This design comes from an exercise in tuning for small area, a short achievable clock period and few clock cycles per item on the open sky130 flow, not from production work. The RTL was checked by simulation tests, not by an equivalence proof against the original design. No activity file was given, so power comes from the tool's default toggle rates.

==> design.v <==
`timescale 1ns / 1 ps
module WordRom ( 
    f0, f1, f2, f3, f4,
    w0, w1, w2, w3, w4, w5, w6, w7, w8, w9, w10, w11, w12, w13, w14, w15,
    w16, w17, w18, w19, w20, w21, w22, w23, w24, w25, w26, w27, w28, w29,
    w30, w31  );
  input  f0, f1, f2, f3, f4;
  output w0, w1, w2, w3, w4, w5, w6, w7, w8, w9, w10, w11, w12, w13, w14, w15,
    w16, w17, w18, w19, w20, w21, w22, w23, w24, w25, w26, w27, w28, w29,
    w30, w31;
  wire new_n39, new_n40, new_n41, new_n42, new_n43, new_n44, new_n45,
    new_n46, new_n47, new_n48, new_n49, new_n50, new_n53, new_n54, new_n55,
    new_n56, new_n57, new_n59, new_n60, new_n61, new_n62, new_n63, new_n64,
    new_n65, new_n66, new_n68, new_n69, new_n70, new_n71, new_n72, new_n73,
    new_n74, new_n77, new_n78, new_n79, new_n83, new_n84, new_n85, new_n86,
    new_n87, new_n88, new_n89, new_n90, new_n93, new_n95, new_n96, new_n98,
    new_n99, new_n100, new_n101, new_n104, new_n105, new_n106, new_n107,
    new_n108, new_n110, new_n112, new_n113;
  assign new_n39 = f1 & ~f4;
  assign new_n40 = ~f0 & f2;
  assign new_n41 = f0 & ~f2;
  assign new_n42 = ~new_n40 & ~new_n41;
  assign new_n43 = ~new_n39 & new_n42;
  assign new_n44 = ~f0 & ~f2;
  assign new_n45 = ~f4 & ~new_n44;
  assign new_n46 = ~new_n43 & ~new_n45;
  assign new_n47 = f3 & ~new_n46;
  assign new_n48 = ~f1 & ~f4;
  assign new_n49 = new_n40 & new_n48;
  assign new_n50 = ~f3 & ~new_n49;
  assign w0 = ~new_n47 & ~new_n50;
  assign w29 = f3 & f4;
  assign new_n53 = new_n40 & w29;
  assign new_n54 = ~f2 & ~f3;
  assign new_n55 = ~f4 & new_n54;
  assign new_n56 = f0 & new_n55;
  assign new_n57 = ~new_n53 & ~new_n56;
  assign w1 = f1 & ~new_n57;
  assign new_n59 = f0 & f1;
  assign new_n60 = ~f3 & ~new_n59;
  assign new_n61 = f0 & ~f1;
  assign new_n62 = f2 & ~new_n61;
  assign new_n63 = ~f4 & ~new_n60;
  assign new_n64 = ~new_n62 & new_n63;
  assign new_n65 = ~f1 & new_n41;
  assign new_n66 = w29 & ~new_n65;
  assign w2 = new_n64 | new_n66;
  assign new_n68 = ~f2 & f4;
  assign new_n69 = ~new_n40 & ~new_n68;
  assign new_n70 = ~f0 & f4;
  assign new_n71 = ~f1 & f3;
  assign new_n72 = ~new_n70 & new_n71;
  assign new_n73 = ~new_n69 & new_n72;
  assign new_n74 = new_n55 & new_n59;
  assign w3 = new_n73 | new_n74;
  assign w4 = new_n42 & new_n72;
  assign new_n77 = new_n39 & new_n41;
  assign new_n78 = f2 & ~f4;
  assign new_n79 = f1 & new_n78;
  assign w21 = f3 & ~new_n79;
  assign w13 = new_n77 | w21;
  assign w5 = new_n49 | w13;
  assign new_n83 = ~f1 & ~f2;
  assign new_n84 = f1 & f2;
  assign new_n85 = ~new_n83 & ~new_n84;
  assign new_n86 = ~f4 & ~new_n85;
  assign new_n87 = f3 & ~new_n86;
  assign new_n88 = ~f1 & f4;
  assign new_n89 = ~new_n44 & new_n88;
  assign new_n90 = new_n87 & ~new_n89;
  assign w8 = new_n77 | new_n90;
  assign w10 = f3 & ~new_n78;
  assign new_n93 = ~new_n48 & ~new_n84;
  assign w9 = w10 & ~new_n93;
  assign new_n95 = f0 & new_n88;
  assign new_n96 = f2 & new_n95;
  assign w12 = f3 & new_n96;
  assign new_n98 = ~f2 & ~new_n39;
  assign new_n99 = ~new_n59 & ~new_n88;
  assign new_n100 = new_n98 & new_n99;
  assign new_n101 = ~new_n96 & ~new_n100;
  assign w16 = f3 & ~new_n101;
  assign w17 = new_n87 & new_n101;
  assign new_n104 = ~new_n39 & ~new_n95;
  assign new_n105 = ~f2 & ~new_n104;
  assign new_n106 = ~f0 & ~new_n48;
  assign new_n107 = new_n85 & new_n106;
  assign new_n108 = ~new_n105 & ~new_n107;
  assign w18 = f3 & ~new_n108;
  assign new_n110 = ~f1 & ~new_n42;
  assign w19 = w29 & new_n110;
  assign new_n112 = f1 & new_n44;
  assign new_n113 = ~f1 & ~new_n44;
  assign w26 = w29 & ~new_n113;
  assign w20 = ~new_n112 & w26;
  assign w25 = w29 & ~new_n110;
  assign w7 = 1'b0;
  assign w15 = 1'b0;
  assign w23 = 1'b0;
  assign w27 = 1'b0;
  assign w28 = 1'b0;
  assign w31 = 1'b0;
  assign w6 = w5;
  assign w11 = w9;
  assign w14 = w13;
  assign w22 = w21;
  assign w24 = w19;
  assign w30 = w29;
endmodule
`timescale 1ns / 1 ps
module Match (clock, reset, DataIn, Go_flag, Found, Ready);
input clock;
input reset;
input [7:0] DataIn;
input Go_flag;
output [31:0] Found;
output Ready;
reg [4:0] state;
reg [4:0] fcode;
wire [4:0] nstate;
wire [4:0] nfcode;
assign Ready = 1'b1;
NextState ns (.s0(state[0]), .s1(state[1]), .s2(state[2]), .s3(state[3]), .s4(state[4]), .d0(DataIn[0]), .d1(DataIn[1]), .d2(DataIn[2]), .d3(DataIn[3]), .d4(DataIn[4]), .d5(DataIn[5]), .d6(DataIn[6]), .d7(DataIn[7]), .ns0(nstate[0]), .ns1(nstate[1]), .ns2(nstate[2]), .ns3(nstate[3]), .ns4(nstate[4]), .nf0(nfcode[0]), .nf1(nfcode[1]), .nf2(nfcode[2]), .nf3(nfcode[3]), .nf4(nfcode[4]));
always @(posedge clock) begin
  if (reset) state <= 5'd0;
  else if (Go_flag) state <= nstate;
  fcode <= nfcode;
end
WordRom rom (.f0(fcode[0]), .f1(fcode[1]), .f2(fcode[2]), .f3(fcode[3]), .f4(fcode[4]), .w0(Found[0]), .w1(Found[1]), .w2(Found[2]), .w3(Found[3]), .w4(Found[4]), .w5(Found[5]), .w6(Found[6]), .w7(Found[7]), .w8(Found[8]), .w9(Found[9]), .w10(Found[10]), .w11(Found[11]), .w12(Found[12]), .w13(Found[13]), .w14(Found[14]), .w15(Found[15]), .w16(Found[16]), .w17(Found[17]), .w18(Found[18]), .w19(Found[19]), .w20(Found[20]), .w21(Found[21]), .w22(Found[22]), .w23(Found[23]), .w24(Found[24]), .w25(Found[25]), .w26(Found[26]), .w27(Found[27]), .w28(Found[28]), .w29(Found[29]), .w30(Found[30]), .w31(Found[31]));
endmodule
`timescale 1ns / 1 ps
module NextState ( 
    s0, s1, s2, s3, s4, d0, d1, d2, d3, d4, d5, d6, d7,
    ns0, ns1, ns2, ns3, ns4, nf0, nf1, nf2, nf3, nf4  );
  input  s0, s1, s2, s3, s4, d0, d1, d2, d3, d4, d5, d6, d7;
  output ns0, ns1, ns2, ns3, ns4, nf0, nf1, nf2, nf3, nf4;
  wire new_n24, new_n25, new_n26, new_n27, new_n28, new_n29, new_n30,
    new_n31, new_n32, new_n33, new_n34, new_n35, new_n36, new_n37, new_n38,
    new_n39, new_n40, new_n41, new_n42, new_n43, new_n44, new_n45, new_n46,
    new_n47, new_n48, new_n49, new_n50, new_n51, new_n52, new_n53, new_n54,
    new_n55, new_n56, new_n57, new_n58, new_n59, new_n60, new_n61, new_n62,
    new_n63, new_n64, new_n65, new_n66, new_n67, new_n68, new_n69, new_n70,
    new_n71, new_n72, new_n73, new_n74, new_n75, new_n76, new_n77, new_n78,
    new_n79, new_n80, new_n81, new_n82, new_n83, new_n84, new_n85, new_n86,
    new_n87, new_n88, new_n89, new_n90, new_n91, new_n92, new_n93, new_n94,
    new_n95, new_n96, new_n97, new_n99, new_n100, new_n101, new_n102,
    new_n103, new_n104, new_n105, new_n106, new_n107, new_n108, new_n109,
    new_n110, new_n111, new_n112, new_n113, new_n115, new_n116, new_n117,
    new_n118, new_n119, new_n120, new_n121, new_n122, new_n123, new_n124,
    new_n125, new_n126, new_n127, new_n128, new_n129, new_n130, new_n132,
    new_n133, new_n134, new_n135, new_n136, new_n137, new_n138, new_n139,
    new_n140, new_n141, new_n142, new_n143, new_n144, new_n145, new_n146,
    new_n147, new_n148, new_n150, new_n151, new_n152, new_n153, new_n154,
    new_n155, new_n156, new_n157, new_n158, new_n159, new_n160, new_n162,
    new_n163, new_n164, new_n165, new_n166, new_n167, new_n168, new_n169,
    new_n170, new_n171, new_n172, new_n173, new_n174, new_n175, new_n176,
    new_n177, new_n178, new_n179, new_n180, new_n181, new_n182, new_n184,
    new_n185, new_n186, new_n187, new_n188, new_n189, new_n190, new_n191,
    new_n192, new_n193, new_n194, new_n195, new_n196, new_n198, new_n199,
    new_n200, new_n201, new_n202, new_n203, new_n204, new_n206, new_n207,
    new_n208, new_n209, new_n210, new_n211, new_n212, new_n213, new_n214,
    new_n215, new_n217, new_n218, new_n219, new_n220, new_n221, new_n222,
    new_n223, new_n224, new_n225;
  assign new_n24 = s0 & s2;
  assign new_n25 = ~s0 & ~s2;
  assign new_n26 = ~new_n24 & ~new_n25;
  assign new_n27 = s3 & s4;
  assign new_n28 = new_n26 & ~new_n27;
  assign new_n29 = d3 & ~new_n28;
  assign new_n30 = ~d0 & d1;
  assign new_n31 = ~s1 & ~s2;
  assign new_n32 = s3 & ~s4;
  assign new_n33 = ~new_n31 & new_n32;
  assign new_n34 = new_n30 & ~new_n33;
  assign new_n35 = ~new_n29 & new_n34;
  assign new_n36 = d2 & ~new_n35;
  assign new_n37 = ~d4 & ~d7;
  assign new_n38 = d5 & d6;
  assign new_n39 = new_n37 & new_n38;
  assign new_n40 = d0 & ~d1;
  assign new_n41 = ~d3 & new_n40;
  assign new_n42 = ~d2 & ~new_n41;
  assign new_n43 = s2 & s3;
  assign new_n44 = ~s1 & ~new_n43;
  assign new_n45 = d2 & ~d3;
  assign new_n46 = ~new_n43 & new_n45;
  assign new_n47 = ~new_n27 & ~new_n44;
  assign new_n48 = ~new_n46 & new_n47;
  assign new_n49 = new_n39 & ~new_n42;
  assign new_n50 = ~new_n48 & new_n49;
  assign new_n51 = ~new_n36 & new_n50;
  assign new_n52 = ~d7 & new_n38;
  assign new_n53 = ~d0 & ~d1;
  assign new_n54 = new_n45 & new_n53;
  assign new_n55 = new_n52 & new_n54;
  assign new_n56 = s2 & ~s3;
  assign new_n57 = ~s1 & d4;
  assign new_n58 = new_n56 & new_n57;
  assign new_n59 = new_n55 & new_n58;
  assign new_n60 = ~d3 & new_n39;
  assign new_n61 = new_n40 & new_n60;
  assign new_n62 = s0 & ~d2;
  assign new_n63 = ~s0 & s1;
  assign new_n64 = s2 & new_n63;
  assign new_n65 = ~new_n62 & ~new_n64;
  assign new_n66 = ~s3 & ~new_n65;
  assign new_n67 = new_n61 & new_n66;
  assign new_n68 = s0 & s1;
  assign new_n69 = ~s3 & new_n68;
  assign new_n70 = ~s2 & ~d2;
  assign new_n71 = ~d3 & d4;
  assign new_n72 = new_n70 & new_n71;
  assign new_n73 = new_n30 & new_n72;
  assign new_n74 = new_n52 & new_n69;
  assign new_n75 = new_n73 & new_n74;
  assign new_n76 = ~d2 & new_n53;
  assign new_n77 = ~d3 & ~d5;
  assign new_n78 = ~d6 & new_n77;
  assign new_n79 = new_n37 & new_n78;
  assign new_n80 = new_n76 & new_n79;
  assign new_n81 = s1 & s2;
  assign new_n82 = ~new_n31 & ~new_n81;
  assign new_n83 = ~s4 & ~new_n26;
  assign new_n84 = ~new_n82 & new_n83;
  assign new_n85 = ~new_n33 & new_n80;
  assign new_n86 = ~new_n84 & new_n85;
  assign new_n87 = d0 & d1;
  assign new_n88 = d3 & new_n56;
  assign new_n89 = s4 & d2;
  assign new_n90 = new_n68 & new_n89;
  assign new_n91 = new_n39 & new_n90;
  assign new_n92 = new_n87 & new_n88;
  assign new_n93 = new_n91 & new_n92;
  assign new_n94 = ~new_n75 & ~new_n93;
  assign new_n95 = ~new_n86 & new_n94;
  assign new_n96 = ~new_n59 & ~new_n67;
  assign new_n97 = ~new_n51 & new_n96;
  assign ns0 = ~new_n95 | ~new_n97;
  assign new_n99 = ~s0 & ~s1;
  assign new_n100 = d4 & new_n99;
  assign new_n101 = new_n55 & new_n100;
  assign new_n102 = new_n56 & new_n101;
  assign new_n103 = s2 & ~s4;
  assign new_n104 = d2 & new_n61;
  assign new_n105 = new_n69 & ~new_n103;
  assign new_n106 = new_n104 & new_n105;
  assign new_n107 = new_n34 & new_n60;
  assign new_n108 = new_n39 & new_n99;
  assign new_n109 = new_n76 & new_n88;
  assign new_n110 = new_n108 & new_n109;
  assign new_n111 = ~new_n107 & ~new_n110;
  assign new_n112 = ~new_n102 & new_n111;
  assign new_n113 = ~new_n106 & new_n112;
  assign ns1 = ~new_n95 | ~new_n113;
  assign new_n115 = ~d2 & new_n61;
  assign new_n116 = ~s2 & ~s3;
  assign new_n117 = new_n63 & new_n116;
  assign new_n118 = new_n115 & new_n117;
  assign new_n119 = new_n28 & new_n44;
  assign new_n120 = d2 & new_n39;
  assign new_n121 = d3 & new_n30;
  assign new_n122 = new_n120 & new_n121;
  assign new_n123 = new_n119 & new_n122;
  assign new_n124 = ~d1 & ~d3;
  assign new_n125 = new_n63 & new_n124;
  assign new_n126 = new_n120 & new_n125;
  assign new_n127 = new_n56 & new_n126;
  assign new_n128 = ~new_n123 & ~new_n127;
  assign new_n129 = ~new_n106 & new_n128;
  assign new_n130 = ~new_n118 & new_n129;
  assign ns2 = ~new_n95 | ~new_n130;
  assign new_n132 = s1 & new_n56;
  assign new_n133 = new_n89 & new_n132;
  assign new_n134 = new_n61 & new_n133;
  assign new_n135 = ~s2 & ~s4;
  assign new_n136 = new_n99 & new_n135;
  assign new_n137 = new_n115 & new_n136;
  assign new_n138 = new_n69 & new_n103;
  assign new_n139 = new_n80 & new_n138;
  assign new_n140 = s0 & ~s1;
  assign new_n141 = new_n56 & new_n140;
  assign new_n142 = new_n55 & new_n141;
  assign new_n143 = ~new_n59 & ~new_n110;
  assign new_n144 = ~new_n142 & new_n143;
  assign new_n145 = ~new_n127 & new_n144;
  assign new_n146 = ~new_n93 & ~new_n134;
  assign new_n147 = ~new_n139 & new_n146;
  assign new_n148 = ~new_n137 & new_n147;
  assign ns3 = ~new_n145 | ~new_n148;
  assign new_n150 = new_n135 & new_n140;
  assign new_n151 = new_n122 & new_n150;
  assign new_n152 = d2 & ~new_n68;
  assign new_n153 = ~new_n62 & new_n135;
  assign new_n154 = ~new_n152 & new_n153;
  assign new_n155 = new_n61 & new_n154;
  assign new_n156 = ~new_n107 & ~new_n115;
  assign new_n157 = new_n84 & ~new_n156;
  assign new_n158 = ~new_n33 & ~new_n80;
  assign new_n159 = ~new_n151 & new_n158;
  assign new_n160 = ~new_n155 & new_n159;
  assign ns4 = ~new_n157 & new_n160;
  assign new_n162 = new_n99 & ~new_n104;
  assign new_n163 = new_n39 & new_n54;
  assign new_n164 = s2 & ~new_n163;
  assign new_n165 = new_n68 & ~new_n164;
  assign new_n166 = ~new_n162 & ~new_n165;
  assign new_n167 = new_n27 & ~new_n166;
  assign new_n168 = s3 & new_n151;
  assign new_n169 = ~new_n55 & new_n141;
  assign new_n170 = ~s0 & new_n41;
  assign new_n171 = new_n43 & new_n89;
  assign new_n172 = new_n39 & new_n171;
  assign new_n173 = new_n170 & new_n172;
  assign new_n174 = ~new_n169 & ~new_n173;
  assign new_n175 = ~new_n168 & new_n174;
  assign new_n176 = ~d0 & new_n126;
  assign new_n177 = ~d4 & new_n140;
  assign new_n178 = ~new_n101 & ~new_n177;
  assign new_n179 = ~new_n176 & new_n178;
  assign new_n180 = ~s4 & new_n56;
  assign new_n181 = ~new_n179 & new_n180;
  assign new_n182 = new_n175 & ~new_n181;
  assign nf0 = new_n167 | ~new_n182;
  assign new_n184 = new_n119 & ~new_n122;
  assign new_n185 = ~new_n53 & ~new_n87;
  assign new_n186 = s3 & ~d3;
  assign new_n187 = ~new_n185 & new_n186;
  assign new_n188 = new_n91 & new_n187;
  assign new_n189 = ~new_n184 & ~new_n188;
  assign new_n190 = new_n172 & ~new_n189;
  assign new_n191 = ~s1 & new_n27;
  assign new_n192 = ~s3 & ~s4;
  assign new_n193 = new_n126 & new_n192;
  assign new_n194 = ~new_n191 & ~new_n193;
  assign new_n195 = s2 & ~new_n194;
  assign new_n196 = new_n175 & ~new_n190;
  assign nf1 = new_n195 | ~new_n196;
  assign new_n198 = new_n99 & new_n192;
  assign new_n199 = new_n115 & new_n198;
  assign new_n200 = ~s2 & new_n27;
  assign new_n201 = new_n120 & new_n170;
  assign new_n202 = ~s1 & ~new_n201;
  assign new_n203 = new_n200 & ~new_n202;
  assign new_n204 = new_n189 & ~new_n199;
  assign nf2 = new_n203 | ~new_n204;
  assign new_n206 = new_n68 & new_n87;
  assign new_n207 = s0 & d0;
  assign new_n208 = ~d1 & ~new_n99;
  assign new_n209 = ~new_n207 & new_n208;
  assign new_n210 = ~new_n206 & ~new_n209;
  assign new_n211 = ~d3 & ~new_n210;
  assign new_n212 = new_n120 & new_n211;
  assign new_n213 = new_n81 & ~new_n212;
  assign new_n214 = new_n27 & ~new_n213;
  assign new_n215 = ~s4 & ~new_n145;
  assign nf3 = new_n214 | new_n215;
  assign new_n217 = ~d2 & d3;
  assign new_n218 = ~new_n45 & ~new_n217;
  assign new_n219 = new_n40 & ~new_n218;
  assign new_n220 = new_n108 & new_n219;
  assign new_n221 = d4 & new_n68;
  assign new_n222 = new_n55 & new_n221;
  assign new_n223 = ~new_n220 & ~new_n222;
  assign new_n224 = new_n200 & ~new_n223;
  assign new_n225 = new_n172 & new_n211;
  assign nf4 = new_n224 | new_n225;
endmodule
`timescale 1ns / 1 ps
module top(clock, reset, DataIn, Go_flag, Found, Ready);
input clock;
input reset;
input [7:0] DataIn;
input Go_flag;
output [31:0] Found;
output Ready;
Match Match_DUT(.clock(clock), .reset(reset), .DataIn(DataIn), .Go_flag(Go_flag), .Found(Found), .Ready(Ready));
endmodule
==> flow/run.sh <==
#!/bin/bash
# Standard ORFS layout, except: port buffers of a plain buffer cell, resizing
# free to change a cell's footprint, and no half/full-adder cell extraction in
# synthesis (the design has no arithmetic; the extracted cells are slow).
set -euo pipefail
cd "$(dirname "$0")/.."
bash standard.sh MATCH_CELL_FOOTPRINT=0 "BUFFER_PORTS_ARGS=-buffer_cell sky130_fd_sc_hd__buf_1" ADDER_MAP_FILE= finish > standard_flow.log 2>&1
==> standard.sh <==
#!/bin/bash
# synth_recipe.tcl (not shown) runs the flow's synth.tcl, then flattens the netlist and writes it again
# the make line also repeats each setting of config.mk as NAME=value (left out here)
make -C /OpenROAD-flow-scripts/flow DESIGN_CONFIG=/design/flow/config.mk WORK_HOME=/design/flow/orfs CLKGATE_MAP_FILE= SYNTH_SCRIPT=/design/flow/synth_recipe.tcl "${@:-finish}"
==> config.mk <==
export PLATFORM = sky130hd
export DESIGN_NAME = top
export DESIGN_NICKNAME = top
export VERILOG_FILES = /design/flow/design.v
export SDC_FILE = /design/flow/constraint.sdc
export NUM_CORES = 4
export LEC_CHECK = 0
export CAP_MARGIN = 20
export CORE_MARGIN = 2
export CORE_UTILIZATION = 30
export CTS_BUF_LIST = sky130_fd_sc_hd__clkbuf_4
export SETUP_SLACK_MARGIN = 1.0
export SLEW_MARGIN = 20
==> constraint.sdc <==
create_clock -name core_clock -period 3.5 [get_ports {clock}]
set_input_delay 0.7000 -clock core_clock [delete_from_list [all_inputs] [get_ports {clock}]]
set_output_delay 0.7000 -clock core_clock [all_outputs]
set_load 0.01 [all_outputs]
==> results of run 1 <==
## where the power goes
group | total [mW] | switching, mW | leakage [nW] | internal, mW
combinational | 0.100 | 0.0613 | 0.424 | 0.0391
clock | 0.0818 | 0.0406 | 0.0154 | 0.0412
sequential | 0.141 | 0.0225 | 0.0840 | 0.119
## worst max-delay path, stage by stage (launching register included)
cell and delay (ns):
dfxtp_2 0.47, nor2b_2 0.35, nor2_1 0.07, a21oi_1 0.11, o21ai_0 0.08, nand2_1 0.09
buf_1 0.15
## per-stage QoR
| step | area [um^2] | std cells | util, % | hold slack (ns) | worst slack, ns |
|---|---|---|---|---|---|
| CTS | 1598 | 314 | 30.70 | 0.6997 | 1.059 |
| global route | 1607 | 314 | 30.87 | 0.7410 | 0.9824 |
| global placement | 1568 | 310 | 30.12 | 0.7221 | 1.090 |
| finish | 1607 | 314 | 30.87 | 0.7135 | 1.215 |
| floorplan | 1667 | 257 | - | 0.5908 | 1.348 |
| detailed placement | 1568 | 310 | 30.12 | 0.7096 | 1.076 |
## logic make-up (layout without fill, tap and decap cells)
| logic type | Yosys count | count (layout) | synth area share (%) |
|---|---|---|---|
| simple gates | 108 | 108 | 35.54 |
| compound gates | 67 | 67 | 27.79 |
| buf+inv | 60 | 47 | 21.34 |
| flops | 10 | 10 | 12.15 |
| xor+xnor | 4 | 4 | 2.126 |
| other cells | 2 | 7 | 0.4558 |
| mux | 1 | 1 | 0.6075 |
## registers in the layout (all words and copies together), names as in the netlist
signal           cells
Match_DUT.fcode      5
Match_DUT.state      5
## cell usage after synthesis, drive strengths merged (2+ instances only)
| master | instances | area share [%] |
|---|---|---|
| a211oi | 3 | 1.4 |
| o21a | 2 | 0.91 |
| nor2 | 26 | 5.9 |
| nor3b | 2 | 0.91 |
| buf | 36 | 16 |
| a31oi | 5 | 1.9 |
| nand4 | 3 | 1.1 |
| nand2 | 16 | 3.6 |
| a22o | 2 | 1.1 |
| dfxtp | 10 | 12 |
| nor4 | 6 | 2.3 |
| o21ai | 10 | 3.0 |
| nand2b | 10 | 3.8 |
| a21oi | 17 | 5.2 |
| or4 | 3 | 1.6 |
| o32ai | 3 | 1.6 |
| inv | 6 | 1.4 |
| nand3 | 6 | 1.8 |
| and2 | 3 | 1.1 |
| nand4b | 2 | 1.1 |
| o31a | 2 | 1.1 |
| o22ai | 2 | 0.76 |
| xor2 | 2 | 1.1 |
| nor2b | 6 | 2.3 |
| clkbuf | 18 | 4.1 |
| or2 | 4 | 1.5 |
| a21boi | 2 | 0.91 |
| or3 | 3 | 1.4 |
| nor3 | 12 | 3.6 |
| o21bai | 3 | 1.4 |
| xnor2 | 2 | 1.1 |
| conb | 2 | 0.46 |
## layout make-up
type	count	area (um^2)
Inverter	6	22.52
Fill cell	588	3598
Multi-Input combinational cell	187	1120
Clock inverter	1	3.754
Tap cell	70	87.58
Timing Repair Buffer	37	142.6
Clock buffer	3	22.52
Sequential cell	10	207.7
## path summary, 6_finish.rpt
check,startpoint,endpoint,slack [ns],depth (start not counted)
max,Match_DUT.fcode[2],Found[8],1.21,6
max reg2reg,Match_DUT.state[1],Match_DUT.fcode[1],1.32,5
min,reset,Match_DUT.state[4],0.71,2
min reg2reg,Match_DUT.state[4],Match_DUT.fcode[3],0.74,1
## per-layer routing
| metal | global-route usage (%) | routed length [um] | up-vias |
|---|---|---|---|
| met5 | 0 | 0 | - |
| met4 | 3.158 | 54 | 0 |
| met3 | 3.103 | 345 | 4 |
| met2 | 22.76 | 1962 | 87 |
| met1 | 19.68 | 1967 | 794 |
| li1 | - | - | 863 |
## timing repair
| action | CTS | global route |
|---|---|---|
| cloned | 0 | 0 |
| endpoints found under the setup margin | 7 | 12 |
| resized for setup | 2 | 5 |
==> out/metrics.cfg, run 1 <==
[status]
status=timing/DRC/antenna clean

[floorplan]
die_area_mm2=0.006102
rows=26
die-height_um=78.12
die_width_um=78.12
start_util_pct=31.66
core_mm2=0.005205
io_pins=44

[cts]
post_cts_buffers=0
cts_max_level=1
root_buffer=clkbuf_4
cts_buffer_depth=2
cts_sinks=10
cts.clk_slew.worst_paths_ns=0.07
cts_tree=yes
hold_buffers=0
cts_buffers=3
clk_latency_ns=0.27

[logic_synthesis]
synth_flop_cell=dfxtp_1
synth-edff-count=0
synth_warnings=1
syn_area_per_cell_um2=6.539
async_reset_ff_share_pct=0
ys_types=60
syn-cell-area_mm2=0.001648
syn_inst=252
seq_area_frac_synth_pct=12.15
synth-seq-cells=10

[worst_setup_path]
cp-start-kind=flop
cp_max_fo=15
cp_data_required_time_ns=2.80
critical_path_arrival_ns=1.59
cp-end-kind=primary output
path_class=reg -> out

[grt]
gr-total-overflow=0
grt_antenna_before_repair=0
grt_max_degree=21
grt_pass1_vias=1518
grt.total_usage_pct=14.27
grt_pass1_wl_mm=7.279

[sta]
slew_headroom_pct=54.45
setup_tns_ns=0
max_freq_mhz=437.6
hold_viol=0
rsz0062_at_grt=yes
tightest_slew_ns=0.6823
setup_viol=0
fin_worst_skew_ns=0.004790
finalMaxSlewViolations=0
period_minus_slack_ns=2.285
fin_crit_sh_pct=65.29

[drt]
ant_nets=0
viasPerCell=5.567
firstDrtPassIters=5
drc=0
wirelength_mm=4.329
via_count=1748
post_drt_wl_per_cell_um=13.79
first_iter_violations=111

[run]
cap_violations=0

[finish]
drive_gt1_share_pct=7.377
layout_commonest_cell=buf_1
layout_common_cells=buf_1 (36), nor2_1 (26), a21oi_1 (17)
nets=256
antennaDiodeCount=0
area_delta_synth_final_pct=-2.506

[power_and_ir_drop]
peakVddDrop_v=0.0001367
p_per_area_mw_per_mm2=201.3
p_leak_nw=0.5232
finalPower_mw=0.3234

[min_path]
hold_path_class=in -> reg

[placed_design]
dpl.hpwl_mm=3.139
numPortBuffers=36
gp_congestion=0.8568

Testbench counts, summed over its fixed seeds: cycles 3,208, chars 3,200.
==> inputs of run 2 (changes only) <==
--- a/config.mk
+++ b/config.mk
@@ -10,4 +10,4 @@
 export CORE_UTILIZATION = 30
 export CTS_BUF_LIST = sky130_fd_sc_hd__clkbuf_4
-export SETUP_SLACK_MARGIN = 1.0
+export SETUP_SLACK_MARGIN = 1.1
 export SLEW_MARGIN = 20
==> run 2 against run 1 <==
Compared with the run above:
- clock skew decreased by 0.00069 ns
- critical path depth decreased by 1
- combinational power about the same
- hold slack improved by 0.012 ns
- sequential share of layout area increased by 0.26 points
- area after synthesis unchanged
- sequential power about the same
- power increased by 0.18%
- global-route usage unchanged
- routed wire length increased by 0.18%
- non-clock buffer count unchanged
- largest power group unchanged
==> out/metrics.cfg, run 2 <==
[drt]
wirelength_mm=4.337
via_count=1748
ant_nets=0
post_drt_wl_per_cell_um=13.81
viasPerCell=5.567
first_iter_violations=103
firstDrtPassIters=5
drc=0

[cts]
cts_sinks=10
root_buffer=clkbuf_4
clk_latency_ns=0.27
cts_max_level=1
hold_buffers=0
cts.clk_slew.worst_paths_ns=0.07
cts_tree=yes
cts_buffer_depth=2
cts_buffers=3

[worst_setup_path]
crit_family=flip-flops
critical_path_arrival_ns=1.55
r2r_end=Match_DUT.fcode[1]
cp-end-kind=primary output
cp_data_required_time_ns=2.80
path_depth=5
path_buf_inv=1
ff2ff_path_depth=5
cpPeakStageDelay_ns=0.46
timing.rr.start=Match_DUT.state[1]
slowest_stage=dfxtp_2
rrSetupSlack_ns=1.32
cp_max_fo=14
cp-start-kind=flop
cp_cell_sequence=nand2b_1 -> nand2_1 -> a22o_1 -> a22o_1 -> buf_1
crit_top_cell=a22o_1
path_class=reg -> out

[floorplan]
rows=26
io_pins=44
die_width_um=78.12
die-height_um=78.12
start_util_pct=31.66
core_mm2=0.005205
die_area_mm2=0.006102

[sta]
period_minus_slack_ns=2.252
tightest_slew_ns=0.6791
fin_crit_sh_pct=64.35
hold_viol=0
max_freq_mhz=444.0
fin_worst_skew_ns=0.004102
setup_slack_ns=1.248
rsz0062_at_grt=no
setup_tns_ns=0
slew_headroom_pct=54.66
finalMaxSlewViolations=0
setup_viol=0

[status]
status=timing/DRC/antenna clean

[placed_design]
dpl.hpwl_mm=3.139
gp_congestion=0.8568
numPortBuffers=36
pre_cts_ws_ns=1.076
dp_cells=310

[finish]
layout_commonest_cell=buf_1
layout_common_cells=buf_1 (36), nor2_1 (26), a21oi_1 (17)
top_regs=Match_DUT.fcode: 5 flops, Match_DUT.state: 5 flops
nets=256
seq_area_um2=214.0
drive_gt1_share_pct=8.197
multi_input_area_mm2=0.001130
fillers=589
antennaDiodeCount=0
area_delta_synth_final_pct=-1.518
fin_cells=314

[logic_synthesis]
syn_inst=252
synth_flop_cell=dfxtp_1
synth_common_cells=buf_4 (33), nor2_1 (26), clkbuf_1 (18)
synth-seq-cells=10
seq_area_frac_synth_pct=12.15
yosys.area.top_type_share_pct=15.03
synth-edff-count=0
ys_types=60
yosys-top-cells-area=buf_4 (15%), dfxtp_1 (12%), nor2_1 (5.9%), a21oi_1 (5.2%), clkbuf_1 (4.1%)
yosysMostFrequentCell=buf_4
syn-cell-area_mm2=0.001648
synth_warnings=1
syn_area_per_cell_um2=6.539
yosysTopAreaCell=buf_4
async_reset_ff_share_pct=0

[min_path]
hold_path_class=in -> reg
min_from=reset
hold_depth=2
hold_end=Match_DUT.state[4]

[grt]
gr-total-overflow=0
grt_pass1_vias=1519
grt.total_usage_pct=14.27
grt_pass1_wl_mm=7.286
grt_antenna_before_repair=0
grt_max_degree=21

[power_and_ir_drop]
p_per_area_mw_per_mm2=199.6
p_leak_nw=0.5264
finalPower_mw=0.3240
peakVddDrop_v=0.0001375

[run]
cap_violations=0

[run 2: cell types whose count changed in the layout (fill, tap and decap cells not counted)]
cell	previous run	this run
dfxtp_4	1	3
dfxtp_1	6	5
dfxtp_2	3	2
nor2b_2	2	1
nor2b_4	0	1
nor3_1	12	11
nor3_2	0	1
[run 2: power by group]
group | total (mW) | leakage (nW) | internal [mW] | switching [mW]
clock network | 0.0822 | 0.0154 | 0.0412 | 0.0409
registers | 0.140 | 0.0851 | 0.118 | 0.0226
logic | 0.101 | 0.426 | 0.0399 | 0.0616
total | 0.324 | 0.526 | 0.199 | 0.125
[run 2: final cells by class]
type                       instances  area share [%]
multi-input combinational        187           69.62
sequential                        10           13.18
timing repair buffer              37           8.790
tap                               70           5.397
clock buffer                       3           1.388
inverter                           6           1.388
clock inverter                     1          0.2313
[run 2: how the worst max path moves through the flow]
stage / startpoint / end
final: Match_DUT.fcode[0] / Found[0]
after global routing: Match_DUT.fcode[0] / Found[0]
after CTS: Match_DUT.fcode[1] / Found[5]
after detailed placement: DataIn[4] / Match_DUT.state[2]
after global placement: DataIn[4] / Match_DUT.state[1]
after floorplan: DataIn[3] / Match_DUT.state[2]
[run 2: layer usage]
| metal | global-route usage [%] | up-vias | share of wire (%) |
|---|---|---|---|
| met3 | 3.103 | 6 | 8.2 |
| met1 | 19.68 | 791 | 44 |
| li1 | - | 855 | - |
| met5 | 0 | - | 0 |
| met2 | 22.76 | 96 | 46 |
| met4 | 3.158 | 0 | 1.4 |
[run 2: worst register-to-register path: stages (launching register included)]
cell,delay (ns)
dfxtp_1,0.76
nand2_1,0.37
or4_1,0.61
a21oi_1,0.16
o21ai_0,0.11
nand2_1,0.10
[run 2: what timing repair did]
| item | in CTS | in global routing |
|---|---|---|
| endpoints found under the setup margin | 8 | 12 |
| hold endpoints to repair | 0 | 0 |
| buffers inserted | 0 | 0 |
| resized for setup | 6 | 6 |
[run 2: cells by family (layout without fill, tap and decap cells)]
family	count (synthesis)	in the layout	share of synthesized area, %
AOI/OAI and AO/OA	67	67	27.79
xor gates and xnor gates	4	4	2.126
buffers and inverters	60	47	21.34
DFF	10	10	12.15
other	2	7	0.4558
muxes	1	1	0.6075
and+or+nand+nor	108	108	35.54
[run 2: per-stage QoR]
step,hold slack (ns),instance area [um^2],util (%)
finish,0.7258,1623,31.18
global route,0.7410,1623,31.18
CTS,0.6997,1604,30.82
detailed placement,0.7096,1568,30.12
global placement,0.7221,1568,30.12
floorplan,0.5908,1667,-
==> inputs of run 3 (changes only) <==
--- a/config.mk
+++ b/config.mk
@@ -10,4 +10,4 @@
 export CORE_UTILIZATION = 30
 export CTS_BUF_LIST = sky130_fd_sc_hd__clkbuf_4
-export SETUP_SLACK_MARGIN = 1.1
+export SETUP_SLACK_MARGIN = 1.3
 export SLEW_MARGIN = 20
==> run 3 against run 2 <==
Compared with the run above:
- still clean
- clock power hardly changed
- maximum frequency is 4.0% higher
- area after synthesis stayed put
- combinational power is 24% higher
- die area stayed put
- largest cell class unchanged
- largest power group unchanged
- highest routed layer unchanged
==> out/metrics.cfg, run 3 <==
[status]
status=timing/DRC/antenna clean

[finish]
area_delta_synth_final_pct=8.504
layout_commonest_cell=buf_1
nets=269
drive_gt1_share_pct=17.90
layout_common_cells=buf_1 (31), nor2_1 (25), a21oi_1 (16)
antennaDiodeCount=0
utilization_pct=34.35
top_regs=Match_DUT.fcode: 5 flops, Match_DUT.state: 5 flops

[drt]
first_iter_violations=107
wirelength_mm=4.619
post_drt_wl_per_cell_um=14.13
ant_nets=0
drc=0
via_count=1806
viasPerCell=5.523
firstDrtPassIters=5

[floorplan]
die_area_mm2=0.006102
start_util_pct=31.66
die_width_um=78.12
io_pins=44
rows=26
die-height_um=78.12
core_mm2=0.005205

[sta]
fin_worst_skew_ns=0.003143
tightest_slew_ns=0.5788
rsz0062_at_grt=yes
setup_viol=0
finalMaxSlewViolations=0
fin_crit_sh_pct=61.86
setup_tns_ns=0
hold_viol=0
max_freq_mhz=461.9
slew_headroom_pct=61.36
period_minus_slack_ns=2.165

[worst_setup_path]
cp-end-kind=primary output
timing.rr.start=Match_DUT.state[0]
rrSetupSlack_ns=1.43
ff2ff_path_depth=5
cp_max_fo=20
r2r_end=Match_DUT.fcode[1]
cp_data_required_time_ns=2.80
cp-start-kind=flop
critical_path_arrival_ns=1.47
path_class=reg -> out

[grt]
grt_pass1_vias=1516
grt_antenna_before_repair=0
gr-total-overflow=0
grt_max_degree=21
grt.total_usage_pct=14.28
grt_pass1_wl_mm=7.279

[logic_synthesis]
ys_types=60
synth-adder-area-share_pct=0
synth_common_cells=buf_4 (33), nor2_1 (26), clkbuf_1 (18)
synth-simple-area-share_pct=35.54
synth-compound-area-share_pct=27.79
seq_area_frac_synth_pct=12.15
synth_flop_cell=dfxtp_1
synth_top_family_by_area=simple AND/OR/NAND/NOR gates
async_reset_ff_share_pct=0
syn_area_per_cell_um2=6.539
synthXorXnorAreaFrac_pct=2.126
yosysMostFrequentCell=buf_4
yosys-top-cells-area=buf_4 (15%), dfxtp_1 (12%), nor2_1 (5.9%), a21oi_1 (5.2%), clkbuf_1 (4.1%)
synth-seq-cells=10
yosysTopAreaCell=buf_4
synth_warnings=1
yosys.area.top_type_share_pct=15.03
synth-edff-count=0
syn-cell-area_mm2=0.001648
syn_inst=252
synthMuxAreaShare_pct=0.6074

[min_path]
hold_end=Match_DUT.state[1]
min_from=Match_DUT.state[1]
hold_path_class=reg -> reg
hold_depth=2

[cts]
cts_sinks=10
cts_buffers=3
cts_max_level=1
cts_tree=yes
root_buffer=clkbuf_4
cts_buffer_depth=2
clk_latency_ns=0.27
cts.clk_slew.worst_paths_ns=0.07

[power_and_ir_drop]
p_per_area_mw_per_mm2=192.4
power.internal_mw=0.2125
comb_power_share_pct=36.2
clkPwrFrac_pct=23.9
power_frac_seq_pct=39.9
p_sw_share_pct=38.24
peakVddDrop_v=0.0001383
p_leak_nw=0.6213
p_switching_mw=0.1315

[placed_design]
gp_congestion=0.8568
numPortBuffers=36
dpl.hpwl_mm=3.139

[run]
cap_violations=0

==> run 3: cell types whose count changed in the layout (fill, tap and decap cells not counted), moves of 2 or more <==
cell and delta:
buf_1 -5, buf_4 +11, clkbuf_2 +4, dfxtp_4 +2
==> run 3: critical path, stage by stage, from the launching register on <==
cell,delay [ns]
dfxtp_4,0.41
or3_1,0.38
a21boi_0,0.23
buf_1,0.18
==> run 3: cell type report <==
class | count | area, um^2
fill | 565 | 3417
multi-input combinational | 187 | 1181
timing repair buffer | 50 | 250.2
sequential | 10 | 220.2
tap | 70 | 87.58
clock buffer | 3 | 22.52
inverter | 6 | 22.52
clock inverter | 1 | 3.754
==> run 3: cells by family after synthesis <==
kind of cell / after synthesis
AND/OR/NAND/NOR: 108
AO/OA/AOI/OAI: 67
buffers and inverters: 60
flip-flops: 10
XOR/XNOR: 4
other: 2
multiplexers: 1
==> run 3: worst max-delay path by stage <==
stage	cells past startpoint	slack, ns	start	endpoint
finish	3	1.33	Match_DUT.fcode[1]	Found[9]
global route	4	1.20	Match_DUT.fcode[1]	Found[6]
CTS	4	1.27	Match_DUT.fcode[1]	Found[5]
detailed placement	5	1.08	DataIn[4]	Match_DUT.state[2]
global placement	5	1.09	DataIn[4]	Match_DUT.state[1]
floorplan	5	1.35	DataIn[3]	Match_DUT.state[2]
==> run 3: per-stage QoR <==
stage / total power [mW] / cells / setup WS [ns] / hold WS, ns / instance area (um^2)
finish: 0.3440 / 327 / 1.335 / 0.6885 / 1788
floorplan: 0.2297 / 257 / 1.348 / 0.5908 / 1667
detailed placement: 0.2410 / 310 / 1.076 / 0.7096 / 1568
global placement: 0.2415 / 310 / 1.090 / 0.7221 / 1568
CTS: 0.3249 / 314 / 1.273 / 0.6997 / 1628
global route: 0.3696 / 327 / 1.201 / 0.7079 / 1788
==> run 3: what timing repair did <==
action | in CTS | in global routing
hold buffers | 0 | 0
gates cloned | 0 | 0
setup endpoints to repair | 20 | 21
gates resized for setup | 13 | 24
pin swaps | 0 | 1
setup buffers | 0 | 13
==> run 3: power by group through the flow <==
stage / registers (mW) / logic [mW] / clock network (mW)
floorplan: 0.125 / 0.105 / 0
global placement: 0.144 / 0.0979 / 0
detailed placement: 0.143 / 0.0978 / 0
CTS: 0.139 / 0.100 / 0.0852
global route: 0.139 / 0.137 / 0.0934
finish: 0.137 / 0.125 / 0.0822
==> run 3: metal layers <==
metal / track usage [%] / routed length [um] / vias to the layer above
met4: 3.158 / 76 / 0
met3: 3.103 / 424 / 10
met1: 19.62 / 1934 / 808
met2: 22.84 / 2184 / 101
met5: 0 / 0 / -
li1: - / - / 887
==> inputs of run 4 (changes only) <==
--- a/config.mk
+++ b/config.mk
@@ -10,4 +10,4 @@
 export CORE_UTILIZATION = 30
 export CTS_BUF_LIST = sky130_fd_sc_hd__clkbuf_4
-export SETUP_SLACK_MARGIN = 1.3
+export SETUP_SLACK_MARGIN = 1.4
 export SLEW_MARGIN = 20
==> run 4 against run 3 <==
Compared with the run above:
- register-to-register slack improved by 0.12 ns
- combinational power up 9.6%
- die area unchanged
- synthesized cell count unchanged
- area after synthesis stayed put
- setup slack improved by 0.057 ns
- clock power decreased by 6.6%
- clock-buffer cell count is the same
- critical path type unchanged
- largest cell class unchanged
- largest power group is now combinational cells
- highest routed layer unchanged
==> out/metrics.cfg, run 4 <==
[status]
status=timing/DRC/antenna clean

[floorplan]
start_util_pct=31.66
die_width_um=78.12
die_area_mm2=0.006102
die-height_um=78.12
rows=26
io_pins=44
core_mm2=0.005205

[placed_design]
pre_cts_ws_ns=1.066
numPortBuffers=36
dpl.hpwl_mm=3.059
gp_congestion=0.9012

[worst_setup_path]
crit_top_cell=a22o_1
critical_path_arrival_ns=1.41
cp-start-kind=flop
cpPeakStageDelay_ns=0.36
path_class=reg -> out
cp-end-kind=primary output
slowest_stage=dfxtp_4
cp_cell_sequence=buf_4 -> nand2b_4 -> nand2_1 -> a22o_1 -> a22o_1 -> clkbuf_2
cp_max_fo=6
cp_data_required_time_ns=2.80

[logic_synthesis]
syn-cell-area_mm2=0.001648
ys_types=60
synth_flop_cell=dfxtp_1
synth_common_cells=buf_4 (33), nor2_1 (26), clkbuf_1 (18)
syn_area_per_cell_um2=6.539
yosys-top-cells-area=buf_4 (15%), dfxtp_1 (12%), nor2_1 (5.9%), a21oi_1 (5.2%), clkbuf_1 (4.1%)
synth_warnings=1
yosysMostFrequentCell=buf_4
seq_area_frac_synth_pct=12.15
yosysTopAreaCell=buf_4
syn_inst=252
synth-edff-count=0
yosys.area.top_type_share_pct=15.03
async_reset_ff_share_pct=0
synth-seq-cells=10

[finish]
layout_common_cells=nor2_1 (24), buf_1 (17), nand2_1 (15)
drive_gt1_share_pct=30.65
layout_commonest_cell=nor2_1
area_delta_synth_final_pct=17.24
top_regs=Match_DUT.fcode: 5 flops, Match_DUT.state: 5 flops
antennaDiodeCount=0
nets=274
fillers=570
utilization_pct=37.12

[cts]
root_buffer=clkbuf_4
clk_latency_ns=0.26
cts_buffers=3
cts_buffer_depth=2
cts_max_level=1
cts_sinks=10
cts_tree=yes
cts.clk_slew.worst_paths_ns=0.07

[drt]
post_drt_wl_per_cell_um=14.30
via_count=1863
wirelength_mm=4.734
firstDrtPassIters=4
viasPerCell=5.628
ant_nets=0
drc=0
first_iter_violations=93

[grt]
grt_max_degree=21
gr-total-overflow=0
grt_antenna_before_repair=0
grt.total_usage_pct=14.65
grt_pass1_wl_mm=7.548
grt_pass1_vias=1579

[sta]
hold_viol=0
setup_tns_ns=0
max_freq_mhz=474.3
tightest_slew_ns=0.6124
finalMaxSlewViolations=0
slew_headroom_pct=59.12
setup_viol=0
rsz0062_at_grt=yes
setup_slack_ns=1.392
fin_crit_sh_pct=60.24
period_minus_slack_ns=2.108
fin_worst_skew_ns=0.01162

[power_and_ir_drop]
finalPower_mw=0.3499
p_per_area_mw_per_mm2=181.1
peakVddDrop_v=0.0001592
p_leak_nw=0.7189

[run]
cap_violations=0

[min_path]
hold_path_class=reg -> reg

-- run 4: critical path, delay by kind of cell (launching register included) --
family / cells / cell delay, ns
AOI/OAI and AO/OA: 2 / 0.39
buffers and inverters: 2 / 0.28
and+or+nand+nor: 2 / 0.13
DFF: 1 / 0.36
-- run 4: cells by family after synthesis --
kind of cell	synth area share, %
flip-flops	12.15
other	0.4558
AND/OR/NAND/NOR	35.54
multiplexers	0.6075
AO/OA/AOI/OAI	27.79
XOR/XNOR	2.126
buffers and inverters	21.34
-- run 4: path summary, 6_finish.rpt --
kind / from / depth (start not counted) / slack (ns) / end
worst max-delay path: Match_DUT.fcode[0] / 6 / 1.39 / Found[0]
worst min-delay path: Match_DUT.state[4] / 1 / 0.61 / Match_DUT.fcode[3]
worst max register to register: Match_DUT.state[2] / 5 / 1.55 / Match_DUT.state[0]
worst min register to register: Match_DUT.state[4] / 1 / 0.61 / Match_DUT.fcode[3]
-- run 4: layout make-up --
class | instances | area (um^2) | share of cell area [%]
timing repair buffer | 55 | 325.3 | 16.84
sequential | 10 | 222.7 | 11.53
clock buffer | 3 | 22.52 | 1.166
tap | 70 | 87.58 | 4.534
inverter | 6 | 22.52 | 1.166
multi-input combinational | 187 | 1251 | 64.77
-- run 4: power breakdown --
group	switching, mW	internal (mW)	leakage [nW]
clock	0.0373	0.0396	0.0138
sequential	0.0188	0.117	0.0867
combinational	0.0768	0.0604	0.618
-- run 4: stage by stage --
stage	hold WS, ns	area (um^2)	cells
global route	0.6562	1932	331
global placement	0.7134	1575	310
CTS	0.6660	1759	323
detailed placement	0.7035	1575	310
finish	0.6126	1932	331
floorplan	0.5908	1677	257
-- run 4: routing by layer --
metal | track usage (%) | part of all wire, % | vias up
met2 | 24.05 | 50 | 81
met3 | 2.529 | 5.7 | 8
li1 | - | - | 893
met5 | 0 | 0 | -
met1 | 20.36 | 43 | 881
met4 | 2.456 | 0.93 | 0
-- run 4: timing repair --
item	CTS	global route
setup buffers	10	8
pin swaps	1	9
hold buffers	0	0
hold endpoints to repair	0	0
resized for setup	32	49
setup endpoints to repair	31	29
==> inputs of run 5 (changes only) <==
--- a/config.mk
+++ b/config.mk
@@ -10,4 +10,4 @@
 export CORE_UTILIZATION = 30
 export CTS_BUF_LIST = sky130_fd_sc_hd__clkbuf_4
-export SETUP_SLACK_MARGIN = 1.4
+export SETUP_SLACK_MARGIN = 1.2
 export SLEW_MARGIN = 20
==> run 5 against run 4 <==
Compared with the run above:
- clock skew shrank 0.0071 ns
- power shrank 6.9%
- non-clock buffer count down 18
- clock-buffer cell count stayed put
- flip-flop and latch count did not move
- utilization fell by 5.4 points
- via count is 8.3% lower
- critical endpoint unchanged
- largest power group is now registers
==> out/metrics.cfg, run 5 <==
[status]
status=timing/DRC/antenna clean

[grt]
grt.total_usage_pct=14.27
gr-total-overflow=0
grt_pass1_wl_mm=7.286
grt_max_degree=21
grt_antenna_before_repair=0
grt_pass1_vias=1519

[finish]
antennaDiodeCount=0
layout_common_cells=buf_1 (34), nor2_1 (25), a21oi_1 (17)
area_delta_synth_final_pct=0.07586
layout_commonest_cell=buf_1
final_area_mm2=0.001649
seq_area_um2=217.7
top_regs=Match_DUT.fcode: 5 flops, Match_DUT.state: 5 flops
drive_gt1_share_pct=11.07
multi_input_area_mm2=0.001150
fin_cells=314
nets=256
fillers=585

[logic_synthesis]
yosys.area.top_type_share_pct=15.03
yosysTopAreaCell=buf_4
async_reset_ff_share_pct=0
synth_flop_cell=dfxtp_1
synth_common_cells=buf_4 (33), nor2_1 (26), clkbuf_1 (18)
yosys-top-cells-area=buf_4 (15%), dfxtp_1 (12%), nor2_1 (5.9%), a21oi_1 (5.2%), clkbuf_1 (4.1%)
synth-edff-count=0
syn-cell-area_mm2=0.001648
syn_area_per_cell_um2=6.539
synth-seq-cells=10
syn_inst=252
seq_area_frac_synth_pct=12.15
ys_types=60
yosysMostFrequentCell=buf_4
synth_warnings=1

[drt]
post_drt_wl_per_cell_um=13.71
ant_nets=0
drc=0
wirelength_mm=4.305
first_iter_violations=108
firstDrtPassIters=4
viasPerCell=5.443
via_count=1709

[sta]
max_freq_mhz=460.8
fin_worst_skew_ns=0.004546
slew_headroom_pct=60.93
setup_tns_ns=0
fin_crit_sh_pct=62.00
tightest_slew_ns=0.5852
setup_viol=0
rsz0062_at_grt=yes
hold_viol=0
hold_ws_ns=0.6772
period_minus_slack_ns=2.170
finalMaxSlewViolations=0

[floorplan]
start_util_pct=31.66
rows=26
io_pins=44
die_width_um=78.12
die_area_mm2=0.006102
core_mm2=0.005205
die-height_um=78.12

[worst_setup_path]
path_buf_inv=1
cp-end-kind=primary output
ff2ff_path_depth=5
crit_top_cell=a22o_1
rrSetupSlack_ns=1.43
slowest_stage=dfxtp_4
r2r_end=Match_DUT.fcode[1]
cp_cell_sequence=nand2b_2 -> nand2_1 -> a22o_1 -> a22o_1 -> buf_1
cp_data_required_time_ns=2.80
cp-start-kind=flop
crit_family=flip-flops
path_class=reg -> out
cp_max_fo=14
cpPeakStageDelay_ns=0.42
timing.rr.start=Match_DUT.state[0]
critical_path_arrival_ns=1.47

[cts]
cts_buffers=3
cts_tree=yes
clk_latency_ns=0.27
cts_max_level=1
cts_sinks=10
post_cts_buffers=0
root_buffer=clkbuf_4
cts_buffer_depth=2
hold_buffers=0
cts.clk_slew.worst_paths_ns=0.07

[placed_design]
gp_congestion=0.8568
postPlaceCellArea_mm2=0.001568
dp_cells=310
numPortBuffers=36
dpl.hpwl_mm=3.139

[power_and_ir_drop]
finalPower_mw=0.3258
p_per_area_mw_per_mm2=197.6
p_leak_nw=0.5353
peakVddDrop_v=0.0001369

[min_path]
hold_path_class=reg -> reg
hold_end=Match_DUT.state[1]
min_from=Match_DUT.state[1]
hold_depth=2

[run]
cap_violations=0

run 5: cell counts after synthesis:
Identical to the previous run, type by type.
run 5: what timing repair did:
item                                    in CTS  in global routing
gates resized for setup                      7                 14
gates cloned                                 0                  0
pin swaps                                    0                  0
endpoints found under the setup margin      17                 23
run 5: worst max path at each step:
stage	startpoint	endpoint	slack, ns	depth (start not counted)
final	Match_DUT.fcode[0]	Found[0]	1.33	5
after global routing	Match_DUT.fcode[2]	Found[8]	1.19	6
after CTS	Match_DUT.fcode[2]	Found[8]	1.23	6
after detailed placement	DataIn[4]	Match_DUT.state[2]	1.08	5
after global placement	DataIn[4]	Match_DUT.state[1]	1.09	5
after floorplan	DataIn[3]	Match_DUT.state[2]	1.35	5
run 5: routing by layer:
metal	GRT usage, %	vias up	routed length (um)
met5	0	-	0
met4	3.158	0	69
met3	3.103	8	363
met2	22.76	95	1972
met1	19.68	746	1900
li1	-	860	-
run 5: layout make-up:
type | count | area share [%]
timing repair buffer | 37 | 8.801
clock buffer | 3 | 1.366
sequential | 10 | 13.20
clock inverter | 1 | 0.2276
inverter | 6 | 1.366
tap | 70 | 5.311
multi-input combinational | 187 | 69.73
run 5: worst min-delay path, cell delays in order, from the launching register on:
cell and delay [ns]:
dfxtp_2 0.43, o21bai_1 0.17, a31oi_1 0.04
run 5: cells by family after synthesis:
family	after synthesis	share of synthesized area, %
and+or+nand+nor	108	35.54
DFF	10	12.15
buffers and inverters	60	21.34
xor gates and xnor gates	4	2.126
AOI/OAI and AO/OA	67	27.79
muxes	1	0.6075
other	2	0.4558
run 5: through the flow:
stage	worst slack [ns]	utilization, %
global route	1.191	31.68
finish	1.330	31.68
detailed placement	1.076	30.12
CTS	1.225	30.87
floorplan	1.348	-
global placement	1.090	30.12
run 5: power breakdown:
group / switching, mW / internal, mW
Clock: 0.0411 / 0.0412
Sequential: 0.0228 / 0.117
Combinational: 0.0621 / 0.0412
Total: 0.126 / 0.200
==> inputs of run 6 (changes only) <==
--- a/config.mk
+++ b/config.mk
@@ -8,5 +8,5 @@
 export CAP_MARGIN = 20
 export CORE_MARGIN = 2
-export CORE_UTILIZATION = 30
+export CORE_UTILIZATION = 40
 export CTS_BUF_LIST = sky130_fd_sc_hd__clkbuf_4
 export SETUP_SLACK_MARGIN = 1.2
==> run 6 against run 5 <==
Compared with the run above:
- non-clock buffer count rose by 4
- sequential power about the same
- global-route usage increased by 4.5 points
- critical path type unchanged
- highest routed layer unchanged
==> out/metrics.cfg, run 6 <==
[placed_design]
postPlaceCellArea_mm2=0.001543
numPortBuffers=36
dpl.hpwl_mm=3.007
dp_cells=290
gp_congestion=0.8844

[floorplan]
start_util_pct=41.49
die_width_um=68.19
die-height_um=68.19
io_pins=44
die_area_mm2=0.004649
rows=23
core_mm2=0.003971

[logic_synthesis]
yosysMostFrequentCell=buf_4
syn-cell-area_mm2=0.001648
syn_inst=252
synth_warnings=1
yosys-top-cells-area=buf_4 (15%), dfxtp_1 (12%), nor2_1 (5.9%), a21oi_1 (5.2%), clkbuf_1 (4.1%)
ys_types=60
synth_flop_cell=dfxtp_1
yosys.area.top_type_share_pct=15.03
synth-edff-count=0
seq_area_frac_synth_pct=12.15
synth_common_cells=buf_4 (33), nor2_1 (26), clkbuf_1 (18)
syn_area_per_cell_um2=6.539
async_reset_ff_share_pct=0
synth-seq-cells=10
yosysTopAreaCell=buf_4

[worst_setup_path]
cp-start-kind=flop
cp-end-kind=primary output
critical_path_arrival_ns=1.48
crit_top_cell=nor2_1
timing.rr.start=Match_DUT.state[1]
crit_start=Match_DUT.fcode[0]
cp_cell_sequence=nand2b_2 -> nor2_1 -> nor2_1 -> o221ai_1 -> clkbuf_2
ff2ff_path_depth=5
cpPeakStageDelay_ns=0.39
slowest_stage=dfxtp_4
cp_data_required_time_ns=2.80
path_class=reg -> out
cp_max_fo=14

[cts]
root_buffer=clkbuf_4
cts_max_level=1
hold_buffers=0
cts_buffers=3
cts.clk_slew.worst_paths_ns=0.07
clk_latency_ns=0.27
cts_buffer_depth=2
cts_sinks=10
cts_tree=yes

[sta]
fin_crit_sh_pct=62.32
setup_tns_ns=0
hold_viol=0
rsz0062_at_grt=no
period_minus_slack_ns=2.181
fin_worst_skew_ns=0.0005370
tightest_slew_ns=0.6303
slew_headroom_pct=57.92
finalMaxSlewViolations=0
setup_viol=0
max_freq_mhz=458.5

[finish]
antennaDiodeCount=0
area_delta_synth_final_pct=0.2276
drive_gt1_share_pct=12.10
fin_cells=298
fillers=430
final_area_mm2=0.001652
nets=260
layout_commonest_cell=buf_1
layout_common_cells=buf_1 (33), nor2_1 (26), a21oi_1 (17)
top_regs=Match_DUT.fcode: 5 flops, Match_DUT.state: 5 flops

[grt]
grt_antenna_before_repair=0
grt_pass1_wl_mm=6.851
grt_pass1_vias=1491
gr-total-overflow=0
grt_max_degree=21
grt.total_usage_pct=18.82

[min_path]
min_from=Match_DUT.state[2]
hold_depth=2
hold_path_class=reg -> reg

[drt]
viasPerCell=5.926
first_iter_violations=99
via_count=1766
drc=0
post_drt_wl_per_cell_um=14.10
firstDrtPassIters=5
wirelength_mm=4.201
ant_nets=0

[power_and_ir_drop]
comb_power_share_pct=33.0
peakVddDrop_v=0.0001662
p_leak_nw=0.5603
power.internal_mw=0.2047
clkPwrFrac_pct=25.3
power_frac_seq_pct=41.7
p_sw_share_pct=38.61
p_per_area_mw_per_mm2=201.9
p_switching_mw=0.1287

[status]
status=timing/DRC/antenna clean

[run]
cap_violations=0

## run 6: area by class of cell
cell class              count  area (um^2)  share of cell area [%]
multi-input cells         187         1147                   69.47
flip-flops and latches     10        216.5                   13.11
repair buffers             41        176.4                   10.68
well taps                  50        62.56                   3.788
clock buffers               3        22.52                   1.364
inverters                   6        22.52                   1.364
clock inverters             1        3.754                  0.2273
## run 6: cells by family after synthesis
kind of cell	Yosys count	share of synthesized area (%)
AO/OA/AOI/OAI	67	27.79
XOR/XNOR	4	2.126
buffers and inverters	60	21.34
flip-flops	10	12.15
multiplexers	1	0.6075
other	2	0.4558
AND/OR/NAND/NOR	108	35.54
## run 6: through the flow
stage          utilization (%)  setup slack (ns)  power, mW  hold slack, ns
2_1_floorplan                -             1.348     0.2297          0.5908
3_3_place_gp             38.85             1.091     0.2414          0.7141
3_5_place_dp             38.85             1.052     0.2403          0.7305
4_1_cts                  39.95             1.219     0.3239          0.7307
5_1_grt                  41.59             1.206     0.3593          0.7512
6_report                 41.59             1.319     0.3334          0.7331
## run 6: power by group through the flow
stage / combinational [mW] / clock [mW] / sequential [mW]
detailed placement: 0.0974 / 0 / 0.143
CTS: 0.0990 / 0.0845 / 0.140
global route: 0.123 / 0.0944 / 0.142
finish: 0.110 / 0.0843 / 0.139
floorplan: 0.105 / 0 / 0.125
global placement: 0.0981 / 0 / 0.143
## run 6: routing by layer
layer	GRT usage [%]	share of wire [%]	up-vias
li1	-	-	867
met1	24.80	45	808
met2	30.83	45	79
met3	3.947	7.3	12
met4	5.250	2.2	0
met5	0	0	-
## run 6: final timing paths
kind / end / slack (ns)
max reg2reg: Match_DUT.fcode[1] / 1.40
min: Match_DUT.fcode[1] / 0.73
min reg2reg: Match_DUT.fcode[1] / 0.73
max: Found[6] / 1.32
## run 6: repair_timing
action	4_1_cts	5_1_grt
pin swaps	0	0
resized for setup	8	13
endpoints found under the setup margin	17	22
setup buffers	0	4
## run 6: worst max-delay path: cells and delay by family (launching register included)
kind	cells	cell delay [ns]
compound gates	1	0.21
simple gates	3	0.43
buf+inv	1	0.17
flops	1	0.39
==> inputs of run 7 (changes only) <==
--- a/config.mk
+++ b/config.mk
@@ -8,6 +8,6 @@
 export CAP_MARGIN = 20
 export CORE_MARGIN = 2
-export CORE_UTILIZATION = 40
-export CTS_BUF_LIST = sky130_fd_sc_hd__clkbuf_4
+export CORE_UTILIZATION = 30
+export CTS_BUF_LIST = sky130_fd_sc_hd__clkbuf_2
 export SETUP_SLACK_MARGIN = 1.2
 export SLEW_MARGIN = 20
==> run 7 against run 6 <==
Compared with the run above:
- first-iteration DRC count shrank 11%
- clock power is 22% lower
- die area increased by 31%
- critical endpoint is now Found[3]
- non-clock buffer count shrank 4
- critical path type unchanged
- flip-flop and latch count unchanged
==> out/metrics.cfg, run 7 <==
[status]
status=timing/DRC/antenna clean

[sta]
tightest_slew_ns=0.5858
fin_worst_skew_ns=0.007953
max_freq_mhz=461.3
rsz0062_at_grt=yes
fin_crit_sh_pct=61.94
setup_tns_ns=0
hold_ws_ns=0.6824
finalMaxSlewViolations=0
slew_headroom_pct=60.89
period_minus_slack_ns=2.168
hold_viol=0
setup_slack_ns=1.332
setup_viol=0

[logic_synthesis]
synth_warnings=1
synth-compound-area-share_pct=27.79
syn_inst=252
async_reset_ff_share_pct=0
synth-adder-area-share_pct=0
synth-simple-area-share_pct=35.54
synth-seq-cells=10
synth_flop_cell=dfxtp_1
synthMuxAreaShare_pct=0.6074
yosys.area.top_type_share_pct=15.03
syn_area_per_cell_um2=6.539
ys_types=60
yosysTopAreaCell=buf_4
synthXorXnorAreaFrac_pct=2.126
seq_area_frac_synth_pct=12.15
synth-edff-count=0
syn-cell-area_mm2=0.001648
synth_top_family_by_area=simple AND/OR/NAND/NOR gates
yosys-top-cells-area=buf_4 (15%), dfxtp_1 (12%), nor2_1 (5.9%), a21oi_1 (5.2%), clkbuf_1 (4.1%)
yosysMostFrequentCell=buf_4
synth_common_cells=buf_4 (33), nor2_1 (26), clkbuf_1 (18)

[power_and_ir_drop]
finalPower_mw=0.3098
p_leak_nw=0.5316
peakVddDrop_v=0.0001287
p_switching_mw=0.1265
clkPwrFrac_pct=21.3
p_per_area_mw_per_mm2=188.4
power_frac_seq_pct=45.3
comb_power_share_pct=33.4
power.internal_mw=0.1833
p_sw_share_pct=40.83

[finish]
final_area_mm2=0.001644
utilization_pct=31.59
fin_cells=314
nets=256
antennaDiodeCount=0
drive_gt1_share_pct=11.07
top_regs=Match_DUT.fcode: 5 flops, Match_DUT.state: 5 flops
layout_common_cells=buf_1 (35), nor2_1 (25), a21oi_1 (16), nand2_1 (16), nor3_1 (10)
area_delta_synth_final_pct=-0.2276
layout_commonest_cell=buf_1

[floorplan]
core_mm2=0.005205
start_util_pct=31.66
rows=26
die_width_um=78.12
io_pins=44
die-height_um=78.12
die_area_mm2=0.006102

[placed_design]
dp_cells=310
gp_congestion=0.8568
dpl.hpwl_mm=3.139
pre_cts_ws_ns=1.076
numPortBuffers=36
postPlaceCellArea_mm2=0.001568

[worst_setup_path]
slowest_stage=dfxtp_4
cp_cell_sequence=nor2b_4 -> nand2_1 -> o32ai_1 -> buf_1
critical_path_arrival_ns=1.47
crit_family=flip-flops
cp_max_fo=20
cp_data_required_time_ns=2.80
cp-start-kind=flop
cpPeakStageDelay_ns=0.48
path_buf_inv=1
path_class=reg -> out
cp-end-kind=primary output

[cts]
clk_latency_ns=0.26
cts_buffers=3
cts.clk_slew.worst_paths_ns=0.11
cts_sinks=10
cts_buffer_depth=2
cts-resized-gates=7
root_buffer=clkbuf_2
cts_tree=yes
hold_buffers=0
cts_max_level=1
post_cts_buffers=0

[drt]
wirelength_mm=4.372
post_drt_wl_per_cell_um=13.92
first_iter_violations=88
firstDrtPassIters=5
via_count=1737
ant_nets=0
viasPerCell=5.532
drc=0

[grt]
grt_max_degree=21
grt_pass1_vias=1519
grt.total_usage_pct=14.27
grt_pass1_wl_mm=7.286
gr-total-overflow=0
grt_antenna_before_repair=0

[min_path]
hold_path_class=reg -> reg

[run]
cap_violations=0

run 7: power groups by stage:
stage	Sequential [mW]	Clock [mW]	Combinational, mW
after floorplan	0.125	0	0.105
after detailed placement	0.143	0	0.0978
after CTS	0.140	0.0688	0.0986
final	0.140	0.0659	0.104
after global routing	0.143	0.0763	0.115
after global placement	0.144	0	0.0979
run 7: tightest hold or removal path, stage by stage (launching register included):
cell,delay (ns)
dfxtp_2,0.45
o21bai_1,0.17
a31oi_1,0.04
run 7: kinds of logic after synthesis:
family / count (synthesis)
xor gates and xnor gates: 4
buffers and inverters: 60
muxes: 1
other: 2
DFF: 10
AOI/OAI and AO/OA: 67
and+or+nand+nor: 108
run 7: cell type report:
type,instances,area [um^2]
inverter,6,22.52
multi-input combinational,187,1154
fill,587,3561
tap,70,87.58
clock inverter,1,3.754
sequential,10,217.7
clock buffer,3,15.01
timing repair buffer,37,143.9
run 7: worst paths after layout:
check,cells after the start,slack [ns],end,from
hold reg to reg,2,0.68,Match_DUT.state[1],Match_DUT.state[1]
hold / removal,2,0.68,Match_DUT.state[1],Match_DUT.state[1]
setup reg to reg,5,1.42,Match_DUT.fcode[1],Match_DUT.state[0]
setup / recovery,4,1.33,Found[3],Match_DUT.fcode[1]
run 7: metal layers:
metal	global-route usage [%]	vias up	routed length, um
met5	0	-	0
met4	3.158	0	54
met3	3.103	6	367
met2	22.76	98	2005
met1	19.68	771	1945
li1	-	862	-

[re-timing with driven ports]
In the flow no input, the clock included, has a driving cell. The finished layouts below were timed again as built, in two steps.
Step 1 (the two cells are an assumption about what drives the block):
set clk [get_ports {clock}]
set_driving_cell -lib_cell sky130_fd_sc_hd__clkbuf_16 $clk
set_driving_cell -lib_cell sky130_fd_sc_hd__buf_2 [delete_from_list [all_inputs] $clk]
Step 2 also shifts input and output timing later by t, the mid clock arrival at the registers, as if the neighbouring blocks saw the same clock.
Three values: ideal, step 1, step 2; two values: the first two.
run	t, ns	setup slack, ns	cell pins on the clock port's net
run 1	0.285	1.215 / 1.195 / 1.045	1
run 2	0.284	1.248 / 1.229 / 1.024	1
run 3	0.286	1.335 / 1.316 / 1.161	1
run 4	0.277	1.392 / 1.373 / 1.188	1
run 5	0.284	1.330 / 1.311 / 1.069	1
run 6	0.291	1.319 / 1.298 / 1.051	1
run 7	0.274	1.332 / 1.312 / 1.080	1
After both steps setup and hold are still met in every run listed. For run 6, which loses most, drivers alone change the setup slack by -0.021 ns; drivers and shift together by -0.268 ns.
